From an optimization exercise on the open Yosys and OpenROAD flow, aimed at small area, a short achievable clock period and few clock cycles; shortcuts taken in it are not production practice. Function was checked by simulation only, so behaviour that the tests miss may differ from the original. Power and IR drop assume default switching activity.

## main
// kappa3_light_core
module kappa3_light_core(input         clock,
			 input 	       reset,
			 output [31:0] mem_addr,
			 output        mem_read,
			 output        mem_write,
			 output [31:0] mem_wrdata,
			 output [3:0]  mem_wrbits,
			 input [31:0]  mem_rddata);
For scale: ~100 I/O pins.
==> module alu, before the edit <==
module alu(input [31:0]  in1,
	   input [31:0]  in2,
	   input 	 cin,
	   input [4:0] 	 shamt,
	   input [9:0] 	 op,      
	   input 	 sra,     
	   input 	 left,    
	   input [31:0]  link,    
	   input [31:0]  stdata,  
	   output [31:0] out,
	   output 	 eq,
	   output 	 lt,
	   output 	 ltu);
   wire [31:0] 	 sum;
   wire 	 cout;
   ksadd32s add_inst(.a(in1), .b(in2), .sub(cin), .s(sum), .cout(cout));
   assign eq = (in1 == in2);
   assign ltu = ~cout;
   assign lt = (in1[31] ^ in2[31]) ? in1[31] : sum[31];
   wire [31:0] 	 shl, shr;
   shifter shift_inst(.in(in1), .shamt(shamt), .sra(sra), .left(left), .shl(shl), .shr(shr));
   assign out = ({32{op[0]}} & sum)
     | ({32{op[1]}} & shl)
     | {31'h0, op[2] & lt}
     | {31'h0, op[3] & ltu}
     | ({32{op[4]}} & (in1 ^ in2))
     | ({32{op[5]}} & shr)
     | ({32{op[6]}} & (in1 | in2))
     | ({32{op[7]}} & (in1 & in2))
     | ({32{op[8]}} & link)
     | ({32{op[9]}} & stdata);
endmodule  
Settings: LEC_CHECK=0, CAP_MARGIN=25, CORE_MARGIN=2, CORE_UTILIZATION=55, CTS_BUF_LIST=sky130_fd_sc_hd__clkbuf_16, CTS_CLUSTER_DIAMETER=80, CTS_CLUSTER_SIZE=24, PLACE_DENSITY=0.66, SLEW_MARGIN=25, SYNTH_HIERARCHICAL=1; clock period 10.0 ns.
standard.sh (not shown) runs the stock make flow with config.mk's settings and CLKGATE_MAP_FILE= SYNTH_SCRIPT=/design/flow/synth_recipe.tcl, a recipe that flattens the netlist after the stock synthesis.
==> flow/flow/run.sh <==
#!/bin/bash
# Layout flow: the standard synthesis (standard.sh synth, unchanged), then
# the standard ORFS steps (standard.sh) with three changes:
#  - the port buffers are buf_4 cells instead of the cell buffer_ports picks
#    by default (a slow delay cell on this platform);
#  - timing repair aims for a larger setup margin, on the worst endpoints only;
#  - clock tree synthesis inserts no dummy loads (same buffers and clustering
#    as config.mk's CTS settings).
# make's output goes to flow_synth.log and flow_layout.log, each ORFS step's
# to orfs/logs/.
set -euo pipefail
cd "$(dirname "$0")/.."
bash standard.sh synth > flow_synth.log 2>&1
bash standard.sh "BUFFER_PORTS_ARGS=-buffer_cell sky130_fd_sc_hd__buf_4" \
     SETUP_SLACK_MARGIN=6.5 TNS_END_PERCENT=5 \
     "CTS_ARGS=-sink_clustering_enable -repair_clock_nets -buf_list sky130_fd_sc_hd__clkbuf_16 -sink_clustering_size 24 -sink_clustering_max_diameter 80 -dont_use_dummy_load" \
     finish > flow_layout.log 2>&1
Testbench counts of main, summed over its fixed seeds: cycles 653,986.
## Diff of input files: the feature branch against main
--- a/flow/design.v
+++ b/flow/design.v
@@ -17,20 +17,31 @@
    assign eq = (in1 == in2);
    assign ltu = ~cout;
    assign lt = (in1[31] ^ in2[31]) ? in1[31] : sum[31];
    wire [31:0] 	 shl, shr;
    shifter shift_inst(.in(in1), .shamt(shamt), .sra(sra), .left(left), .shl(shl), .shr(shr));
-   assign out = ({32{op[0]}} & sum)
-     | ({32{op[1]}} & shl)
-     | {31'h0, op[2] & lt}
-     | {31'h0, op[3] & ltu}
-     | ({32{op[4]}} & (in1 ^ in2))
-     | ({32{op[5]}} & shr)
+   wire [31:0] 	 early = ({32{op[4]}} & (in1 ^ in2))
      | ({32{op[6]}} & (in1 | in2))
      | ({32{op[7]}} & (in1 & in2))
      | ({32{op[8]}} & link)
      | ({32{op[9]}} & stdata);
+   wire [31:0] 	 late_n;
+   genvar i;
+   generate
+      for (i = 0; i < 32; i = i + 1) begin : g_res
+	 aoi222g g(.a0(op[0]), .b0(sum[i]), .a1(op[1]), .b1(shl[i]),
+		   .a2(op[5]), .b2(shr[i]), .y(late_n[i]));
+	 if (i == 0) begin : g_b0
+	    wire cmp_n;
+	    aoi22g gc(.a0(op[2]), .b0(lt), .a1(op[3]), .b1(ltu), .y(cmp_n));
+	    nand3g go(.a(late_n[0]), .b(cmp_n), .c(~early[0]), .y(out[0]));
+	 end
+	 else begin : g_bn
+	    nand2g go(.a(late_n[i]), .b(~early[i]), .y(out[i]));
+	 end
+      end
+   endgenerate
 endmodule  
 module shifter(input [31:0]  in,
 	       input [4:0]   shamt,
 	       input 	     sra,
 	       input 	     left,
@@ -58,10 +69,16 @@
 	 assign shr[i] = x[5][i];
 	 assign shl[i] = x[5][31 - i];
       end
    endgenerate
 endmodule  
+module aoi222g(input a0, b0, a1, b1, a2, b2, output y);
+   assign y = ~((a0 & b0) | (a1 & b1) | (a2 & b2));
+endmodule  
+module aoi22g(input a0, b0, a1, b1, output y);
+   assign y = ~((a0 & b0) | (a1 & b1));
+endmodule  
 module mux2ig(input a0, a1, s, output y);
    assign y = ~(s ? a1 : a0);
 endmodule  
 module and2g(input a, b, output y);
    assign y = a & b;
Notes after the runs:
- Diff main -> the feature branch | overall power consumption | decrease of 0.29 mW
- Changes observed in the feature branch relative to main: clock buffer count from CTS -7; sequential share of layout area +0.20 points; upper clock frequency limit -about 0.7%.
- Delta (the feature branch minus main): number of gates on the worst path with buffers counted has increased; fraction of the mapped netlist area in adder cells barely changed.
- Of the feature branch and main, main shows the higher core utilization of the finished layout, with the feature branch below it.
- The feature branch: compound-cell area share of the yosys netlist is 0.25 points higher than what main reported.
Testbench counts of the feature branch, summed over its fixed seeds: cycles 653,986.

## static timing again, ports no longer ideal
How much do the figures lean on ideal ports? The routed layouts below were timed once more, with nothing changed but the port constraints.
Step 1 sets driving cells, clkbuf_16 on the clock port and buf_2 on the other inputs (assumed; they add their load-dependent delay and slew).
Step 2 times the ports against the registers' clock, not the clock port: input delays grow and output delays shrink by t, the midpoint of the rising clock arrivals with the driver on.
Slacks: ideal / step 1 / step 2; pairs: ideal / step 1.
run | shift t [ns] | setup WS [ns] | worst setup path after step 2 | worst register clock-pin slew, ns | cell pins on the clock port's net
main | 0.706 | 6.078 / 6.068 / 5.362 | input to register | 0.10 / 0.10 | 1
the feature branch | 0.761 | 6.049 / 6.049 / 5.306 | input to register | 0.11 / 0.11 | 1
After both steps setup and hold are still met in every run listed. The setup slack of the feature branch, which loses most, moves by 0.000 ns with the drivers and by -0.743 ns with both steps.
